Context: an optimization exercise on an open-source flow, tuned for small area, a short achievable clock period and few clock cycles. The choices shown serve that exercise and are no tape-out recipe. The RTL was checked by simulation tests, not by an equivalence proof against the original design. No activity file was given, so power comes from the tool's default toggle rates.

==> design/flow/config.mk <==
export PLATFORM = sky130hd
export DESIGN_NAME = LASER
export DESIGN_NICKNAME = LASER
export VERILOG_FILES = /design/flow/design.v
export SDC_FILE = /design/flow/constraint.sdc
export NUM_CORES = 4
export LEC_CHECK = 0
export CAP_MARGIN = 20
export CORE_MARGIN = 2
export CORE_UTILIZATION = 40
export SLEW_MARGIN = 20
==> design/flow/constraint.sdc <==
create_clock -name core_clock -period 9.0 [get_ports {CLK}]
set_input_delay 1.8000 -clock core_clock [delete_from_list [all_inputs] [get_ports {CLK}]]
set_output_delay 1.8000 -clock core_clock [all_outputs]
set_load 0.01 [all_outputs]
==> design/flow/design.v <==
module LASER (
	input				CLK,
	input				RST,
	input 		[3:0] 	X,
	input 		[3:0] 	Y,
	output	reg [3:0] 	C1X,
	output	reg [3:0] 	C1Y,
	output	reg [3:0] 	C2X,
	output	reg [3:0] 	C2Y,
	output	reg 		DONE
);
parameter ITEM_NUM 			= 40;
parameter PARALLEL			= 8;	 
parameter SUB_ITEM_NUM		= ITEM_NUM/PARALLEL;
parameter RADIUS 			= 4;
parameter PATTERN_HEIGHT 	= 16;
parameter PATTERN_WIDTH 	= 16;
parameter START_POINT_X 	= 4'd0;
parameter START_POINT_Y 	= 4'd0;
parameter END_POINT_X 		= PATTERN_HEIGHT-1-START_POINT_X;
parameter END_POINT_Y 		= PATTERN_WIDTH-1-START_POINT_Y;
parameter CONVERGE_TIMES	= 4;
localparam IDLE 	= 3'd0;
localparam DATA_IN 	= 3'd1;
localparam FIND_C1 	= 3'd2;
localparam FIND_C2 	= 3'd3;
localparam SYS_DONE = 3'd4;
reg [2:0]	state, next_state;
reg [3:0]	item_X [0:PARALLEL-1][0:SUB_ITEM_NUM-1];
reg [3:0]	item_Y [0:PARALLEL-1][0:SUB_ITEM_NUM-1];
reg [3:0] 	C_addr_X;
reg [3:0] 	C_addr_Y;
reg [3:0] 	item_addr [0:PARALLEL-1];
reg [3:0] 	C1_opt_addr_X;
reg [3:0] 	C1_opt_addr_Y;
reg [3:0] 	C2_opt_addr_X;
reg [3:0] 	C2_opt_addr_Y;
reg [4:0] 	parallel_ptr;	 
reg 		find_c1_done_reg;
reg	[5:0] 	opt_num;
reg	[5:0] 	opt_num_temp;
reg	[5:0] 	opt_num_pre;
reg [2:0] 	converge_times;
reg			iterate_reg;
wire IDLE_wire 			= state == IDLE;
wire DATA_IN_wire 		= state == DATA_IN;
wire FIND_C1_wire 		= state == FIND_C1;
wire FIND_C2_wire 		= state == FIND_C2;
wire DONE_wire 			= state == SYS_DONE;
wire [3:0] C1_X_in = FIND_C1_wire ? C_addr_X : C1_opt_addr_X;
wire [3:0] C1_Y_in = FIND_C1_wire ? C_addr_Y : C1_opt_addr_Y;
wire [3:0] C2_X_in = FIND_C2_wire ? C_addr_X : C2_opt_addr_X;
wire [3:0] C2_Y_in = FIND_C2_wire ? C_addr_Y : C2_opt_addr_Y;
wire is_inside [0:PARALLEL-1];
genvar p;
generate
    for (p=0; p<PARALLEL; p=p+1) begin : gen_determine_inside
        determine_inside #(
            .RADIUS(RADIUS)
        ) 
		determine_inside_inst (
            .C1_X_in	(C1_X_in				),
            .C1_Y_in	(C1_Y_in				),
            .C2_X_in	(C2_X_in				),
            .C2_Y_in	(C2_Y_in				),
            .item_X_in	(item_X[p][item_addr[p]]),
            .item_Y_in	(item_Y[p][item_addr[p]]),
            .is_inside	(is_inside[p]			)
        );
    end
endgenerate
wire [5:0]	next_opt_num_temp = opt_num_temp + is_inside[0] + is_inside[1] + is_inside[2] + is_inside[3]  
											 + is_inside[4] + is_inside[5] + is_inside[6] + is_inside[7];
wire iterate 			= next_opt_num_temp >= opt_num;
wire converge 			= converge_times == CONVERGE_TIMES-1;
wire item_addr_done 	= item_addr[0] == SUB_ITEM_NUM-1;
wire parallel_ptr_done	= parallel_ptr == PARALLEL-1;
wire C_addr_X_done 		= C_addr_X == END_POINT_X;
wire C_addr_Y_done 		= C_addr_Y == END_POINT_Y;
wire data_in_done 		= parallel_ptr_done & item_addr_done;
wire find_c_done 		= C_addr_X_done & C_addr_Y_done & item_addr_done;
wire find_c1_done 		= find_c_done & FIND_C1_wire;
wire find_c2_done 		= find_c_done & FIND_C2_wire;
wire iteration_done 	= converge;
always@(*) begin
	C1X = C1_opt_addr_X;
	C1Y = C1_opt_addr_Y;
	C2X = C2_opt_addr_X;
	C2Y = C2_opt_addr_Y;
	DONE= iteration_done;
end
always@(*) begin
	case(state)
		IDLE 	: next_state = DATA_IN;
		DATA_IN : next_state = data_in_done 	? FIND_C1 	: DATA_IN;
		FIND_C1 : next_state = iteration_done	? SYS_DONE 	: find_c1_done ? FIND_C2 : FIND_C1;
		FIND_C2 : next_state = iteration_done	? SYS_DONE 	: find_c2_done ? FIND_C1 : FIND_C2;
		SYS_DONE: next_state = IDLE;
		default	: next_state = IDLE;
	endcase
end
always@(posedge CLK) begin
	if(RST) begin
		state <= IDLE;
	end
	else begin
		state <= next_state;
	end
end
integer i, j, k;
always@(posedge CLK) begin
	if(RST) begin
		for(i=0; i<SUB_ITEM_NUM; i=i+1) begin
			for(j=0; j<PARALLEL; j=j+1) begin
				item_X[j][i] <= 4'd0;
				item_Y[j][i] <= 4'd0;
			end
		end
	end
	else if(IDLE_wire | DATA_IN_wire) begin
		item_X[parallel_ptr][item_addr[parallel_ptr]] <= X;
		item_Y[parallel_ptr][item_addr[parallel_ptr]] <= Y;
	end
end
always@(posedge CLK) begin
	if(RST) begin
		parallel_ptr <= 5'd0;
	end
	else if(item_addr_done) begin
		parallel_ptr <= parallel_ptr_done ? 5'd0 : parallel_ptr + 5'd1;
	end
end
always@(posedge CLK) begin
	if(RST) begin
		for(k=0; k<PARALLEL; k=k+1) begin
			item_addr[k] <= 4'd0;
			item_addr[k] <= 4'd0;
		end
	end
	else if(IDLE_wire | DATA_IN_wire | FIND_C1_wire | FIND_C2_wire) begin
		for(k=0; k<PARALLEL; k=k+1) begin
			item_addr[k] <= item_addr_done ? 4'd0 : (item_addr[k] + 4'd1);
			item_addr[k] <= item_addr_done ? 4'd0 : (item_addr[k] + 4'd1);
		end
	end
	else if(DONE_wire) begin
		for(k=0; k<PARALLEL; k=k+1) begin
			item_addr[k] <= 4'd0;
			item_addr[k] <= 4'd0;
		end
	end
end
always@(posedge CLK) begin
	if(RST) begin
		C_addr_X <= START_POINT_X;
		C_addr_Y <= START_POINT_Y;
	end
	else if(item_addr_done & (FIND_C1_wire | FIND_C2_wire)) begin
		C_addr_X <= C_addr_X_done ? START_POINT_X : (C_addr_X + 4'd1);
		C_addr_Y <= (C_addr_X_done & C_addr_Y_done) ? START_POINT_Y : (C_addr_X_done ? (C_addr_Y + 4'd1) : C_addr_Y);
	end
	else if(DONE_wire) begin
		C_addr_X <= START_POINT_X;
		C_addr_Y <= START_POINT_Y;
	end
end
always@(posedge CLK) begin
	if(RST) begin
		opt_num <= 6'd0;
	end
	else if(item_addr_done & iterate) begin	
		opt_num <= next_opt_num_temp;
	end
	else if(DONE) begin	
		opt_num <= 6'd0;
	end
end
always@(posedge CLK) begin
	if(RST) begin
		opt_num_temp <= 6'd0;
	end
	else if(item_addr_done | DONE) begin	
		opt_num_temp <= 6'd0;
	end
	else if(FIND_C1_wire | FIND_C2_wire) begin	
		opt_num_temp <= next_opt_num_temp;
	end
end
always@(posedge CLK) begin
	if(RST) begin
		opt_num_pre <= 6'd0;
	end
	else if(find_c1_done | find_c2_done) begin	
		opt_num_pre <= opt_num;
	end
	else if(DONE) begin	
		opt_num_pre <= 6'd0;
	end
end
always@(posedge CLK) begin
	if(RST) begin
		converge_times <= 3'd0;
	end
	else if(find_c1_done | find_c2_done) begin	
		converge_times <= (opt_num_pre == opt_num) ? converge_times + 3'd1 : 3'd0;
	end
	else if(DONE_wire) begin	
		converge_times <= 3'd0;
	end
end
always@(posedge CLK) begin
	if(RST) begin
		C1_opt_addr_X <= 4'd0;
		C1_opt_addr_Y <= 4'd0;
	end
	else if(FIND_C1_wire & iterate) begin	
		C1_opt_addr_X <= C1_X_in;
		C1_opt_addr_Y <= C1_Y_in;
	end
	else if(DONE) begin	
		C1_opt_addr_X <= 4'd0;
		C1_opt_addr_Y <= 4'd0;
	end
end
always@(posedge CLK) begin
	if(RST) begin
		C2_opt_addr_X <= 4'd0;
		C2_opt_addr_Y <= 4'd0;
	end
	else if(FIND_C2_wire & iterate) begin	
		C2_opt_addr_X <= C2_X_in;
		C2_opt_addr_Y <= C2_Y_in;
	end
	else if(DONE) begin	
		C2_opt_addr_X <= 4'd0;
		C2_opt_addr_Y <= 4'd0;
	end
end
always@(posedge CLK) begin
	if(RST) begin
		find_c1_done_reg <= 1'b0;
	end
	else if(find_c1_done) begin	
		find_c1_done_reg <= 1'b1;
	end
	else if(DONE) begin	
		find_c1_done_reg <= 1'b0;
	end
end
always@(posedge CLK) begin
	if(RST) begin
		iterate_reg <= 1'b0;
	end
	else if(find_c1_done | find_c2_done) begin	
		iterate_reg <= 1'b0;
	end
	else if(item_addr_done & iterate) begin	
		iterate_reg <= 1'b1;
	end
	else if(DONE) begin	
		iterate_reg <= 1'b0;
	end
end
endmodule
module determine_inside #(
	parameter RADIUS = 4
)
(
	input [3:0]	C1_X_in,
	input [3:0]	C1_Y_in,
	input [3:0]	C2_X_in,
	input [3:0]	C2_Y_in,
	input [3:0]	item_X_in,
	input [3:0]	item_Y_in,
	output		is_inside
);
wire signed [4:0] C1_X_dist = C1_X_in - item_X_in;
wire signed [4:0] C1_Y_dist = C1_Y_in - item_Y_in;
wire signed [4:0] C2_X_dist = C2_X_in - item_X_in;
wire signed [4:0] C2_Y_dist = C2_Y_in - item_Y_in;
wire [3:0] C1_X_dist_abs = C1_X_dist[4] ? ~C1_X_dist + 5'b1 : C1_X_dist;
wire [3:0] C1_Y_dist_abs = C1_Y_dist[4] ? ~C1_Y_dist + 5'b1 : C1_Y_dist;
wire [3:0] C2_X_dist_abs = C2_X_dist[4] ? ~C2_X_dist + 5'b1 : C2_X_dist;
wire [3:0] C2_Y_dist_abs = C2_Y_dist[4] ? ~C2_Y_dist + 5'b1 : C2_Y_dist;
wire is_inside_C1 = ((C1_X_dist_abs == RADIUS) & (C1_Y_dist_abs == 4'd0)) | 	 
					((C1_X_dist_abs == 4'd0) & (C1_Y_dist_abs == RADIUS)) | 	 
					(((C1_X_dist_abs <= RADIUS-1) & (C1_Y_dist_abs <= RADIUS-1)) & ~((C1_X_dist_abs == RADIUS-1) & (C1_Y_dist_abs == RADIUS-1)));
wire is_inside_C2 = ((C2_X_dist_abs == RADIUS) & (C2_Y_dist_abs == 4'd0)) | 	 
					((C2_X_dist_abs == 4'd0) & (C2_Y_dist_abs == RADIUS)) | 	 
					(((C2_X_dist_abs <= RADIUS-1) & (C2_Y_dist_abs <= RADIUS-1)) & ~((C2_X_dist_abs == RADIUS-1) & (C2_Y_dist_abs == RADIUS-1)));
assign is_inside 	= is_inside_C1 | is_inside_C2;	 
endmodule
==> design/flow/run.sh <==
#!/bin/bash
# synth_recipe.tcl (not shown) runs the flow's synth.tcl, then flattens the netlist and writes it again
# the make line also repeats each setting of config.mk as NAME=value (left out here)
make -C /OpenROAD-flow-scripts/flow DESIGN_CONFIG=/design/flow/config.mk WORK_HOME=/design/flow/orfs CLKGATE_MAP_FILE= SYNTH_SCRIPT=/design/flow/synth_recipe.tcl finish
==> results.txt <==
- Most common cell after layout, fill and taps aside: mux4_2
- Worst path buffer plus inverter count: 8
- Final ANT Viol Nets: 0
- R2R depth: 32
- Mux share of post-synthesis cell area: 29.7%
- Setup violations, final: 0
- Hold Buf Count CTS: 0
- Max-cap violations: 0
- Run status: complete, no violations
- Post-Layout Cell Count: 5,015
- Commonest non-fill, non-tap cells in the layout: 506 x mux4_2, 443 x nor2_1, 416 x edfxtp_1, 198 x ha_1, 192 x a21oi_1
- Worst Path Required: 9.56 ns
- Vias per cell: 6.60
- Critical path fanouts, max: 14
- CP max stage delay: 0.59 ns
- DRC violations left: 0
- TritonRoute pass-1 iters: 6
- CP Class: reg -> reg
- Register area share after synthesis: 36.3%
- Largest family of logic cells by synthesized area: multiplexers
- Skew final: 0.0324 ns
- Clk latency of the worst-skew pair: 0.64 ns
- CTS H-tree lvls: 3
- Clock Path Buffers: 3
- Post-synth EDFFs: 416
- Clk pin slew, worst setup/hold paths: 0.06 ns
- Worst setup EP type: flop
- Worst Hold Class: reg -> reg
- Port buffer count: 26
- Synthesized area: 43,300 sq um
- Peak supply drop: 0.000629 V
- TritonCTS clock tree: done
- Syn avg cell area: 12.1 sq um
- Die Width: 333 um
- #FFs+latches synth: 577
- Netlist cell types: 79
- Total CTS buffers: 68
- Syn Nets: 3,823
- Final WS setup: 0.500 ns
- Slew HR: 19.1%
- PD cells: 250 nW/um^2
- Worst path slowest cell: mux4_2
- WL final: 148,000 um
- Initial Util: 40.4%
- Max Freq: 0.118 GHz
- Clk root buf: clkbuf_16
- DIE AREA: 111,000 sq um
- Post-layout util: 44.8%
- Gpl congestion: 1.00
- Row count: 120
- Pleak: 17.0 nW
- Slew @ Worst Pin: 1.20 ns
- TNS Setup: 0 ns
- Hold Path Stages: 2
- Arrival time at the worst endpoint: 9.06 ns
- Tot GR Track Use: 26.4%
- Layout cells sized above 1: 23.9%
- Worst hold start: opt_num_temp[2]$_SDFFE_PP0N_
- Number of global-route vias before repair: 31,300
- Die H: 333 um
- Initial DRC Count: 4,433
- Min-Delay Endpoint: opt_num_temp[2]$_SDFFE_PP0N_
- Synth Area in Compound Gates: 9.17%
- Element type at the critical path start: flop
- Post-route minimum period: 8.50 ns
- Ports: 27
- Clk sinks: 577
- Initial antenna violation count: 8
- Post-Place Worst Slack: 0.0709 ns
- Critical R2R Capture: C2_opt_addr_X[3]$_SDFFE_PP0P_
- First-pass GRT wire length: 217,000 um
- Pin count of the biggest net entering global routing: 69
- Adder-cell share of the synthesized area: 7.84%
- Area grow syn2layout: 10.9%
- Synth Flop Type: edfxtp_1
- Final hold violations: 0
- Period utilization: 94.4%
- GRT overflow: 0
- Flop-to-flop setup slack: 0.50 ns
- CORE AREA: 107,000 sq um
- Simple-gate share of the synthesized area: 10.6%
- Delay-heaviest family, CP: adder cells
- Synth Instances: 3,569
- Post-synthesis xor/xnor area fraction: 2.66%
- Layout Nets: 3,811
- Ys Warns: 3
- FFs w/ async S/R, synth: 0%
- Routed length per instance: 29.5 um
- Max-slew violation count: 0
- Vias: 33,100
- Detailed placement HPWL: 109,000 um
- Hold slack final: 0.470 ns
- Placed cells: 4,883
## worst max path at each step
stage | from | end | slack (ns) | cells past startpoint
after CTS | item_addr[2][1]$_SDFFE_PP0N_ | C2_opt_addr_X[3]$_SDFFE_PP0P_ | 0.07 | 33
after floorplan | state[1]$_SDFF_PP0_ | opt_num[2]$_SDFFE_PP0P_ | 0.34 | 36
after detailed placement | item_addr[2][1]$_SDFFE_PP0N_ | C2_opt_addr_X[3]$_SDFFE_PP0P_ | 0.07 | 33
after global routing | item_addr[2][1]$_SDFFE_PP0N_ | C1_opt_addr_X[3]$_SDFFE_PP0P_ | -0.0007 | 35
after global placement | item_addr[2][1]$_SDFFE_PP0N_ | C2_opt_addr_X[3]$_SDFFE_PP0P_ | 0.22 | 33
final | flop | C2_opt_addr_X[3]$_SDFFE_PP0P_ | 0.50 | 32
## routing by layer
layer	global-route usage [%]	wire length (um)
met5	0.651	163
met4	11.5	7810
met3	7.09	17400
met2	40.5	66300
met1	35.0	56400
## where the power goes
| part | internal (mW) | switching (mW) |
|---|---|---|
| Combinational | 2.57 | 3.37 |
| Clock | 1.76 | 1.20 |
| Sequential | 2.93 | 0.169 |
| Total | 7.27 | 4.74 |
## registers in the layout, indices dropped and copies added, names as in the netlist, named ones only
signal	count
C1_opt_addr_Y	4
parallel_ptr	5
C_addr_X	4
converge_times	3
item_Y	244
C2_opt_addr_X	4
item_addr	32
C1_opt_addr_X	4
C_addr_Y	4
opt_num	6
C2_opt_addr_Y	4
state	3
opt_num_pre	6
opt_num_temp	6
item_X	244
## logic make-up after synthesis
logic type | after synthesis
AO/OA/AOI/OAI | 620
XOR/XNOR | 128
adder cells (fa/ha/maj) | 249
buffers and inverters | 387
flip-flops | 577
multiplexers | 642
AND/OR/NAND/NOR | 966
## synth_stat cells, types with 45 or more instances
cell type / n / area [sq um]
a211oi_1: 65 / 488
a21oi_1: 193 / 966
buf_2: 76 / 380
clkbuf_1: 149 / 559
dfxtp_1: 161 / 3220
edfxtp_1: 416 / 12500
ha_1: 205 / 2560
inv_1: 137 / 514
mux2i_1: 112 / 1120
mux4_2: 506 / 11400
nand2_1: 166 / 623
nand2b_1: 45 / 282
nand3_1: 64 / 320
nand3b_1: 84 / 631
nor2_1: 446 / 1670
o21ai_0: 109 / 546
xnor2_1: 84 / 736
## per-stage QoR
stage | power [mW] | area [sq um]
after CTS | 11.9 | 47900
after floorplan | 7.23 | 43300
after global routing | 12.7 | 48000
after global placement | 8.93 | 45500
after detailed placement | 8.97 | 45500
final | 12.0 | 48000
## area by class of cell
cell class	count	area, sq um
diodes	2	5.00
clock buffers	75	1750
clock inverters	48	593
fillers	9752	59200
inverters	137	514
multi-input cells	2605	26100
flip-flops and latches	577	15700
well taps	1403	1760
repair buffers	168	1550
## what timing repair did
action / CTS / global route
hold endpoints to repair: 0 / 0
setup endpoints to repair: 0 / 22
buffers inserted: 0 / 5
gates resized for setup: 0 / 11
## tightest hold or removal path, cell delays in order (launching register included)
cell	delay [ns]
dfxtp_1	0.32
nand2_1	0.05
a21oi_1	0.05
Testbench counts, summed over its fixed seeds: cycles 997,368.

## separate check: timing with driven ports
How much do the figures lean on ideal ports? The routed layout below was timed once more, with nothing changed but the port constraints. Step 1 sets driving cells, clkbuf_16 on the clock port and buf_2 on the other inputs (assumed; they add their load-dependent delay and slew). Step 2, shift: input delay + t, output delay - t, t = (earliest + latest rising clock arrival at the registers) / 2. This alone moves slack from input paths to output paths. Three values: ideal, step 1, step 2; two values: the first two.
t, ns: 0.689
setup WS [ns]: 0.500 / 0.500 / 0.500
hold slack, ns: 0.470 / 0.470 / 0.470
latest minus earliest clock arrival (ns): 0.039 / 0.039
worst data-port slew with drivers (ns): 0.07
After both steps this run still meets setup and hold. For this run, drivers alone change the setup slack by 0.000 ns; drivers and shift together by 0.000 ns.
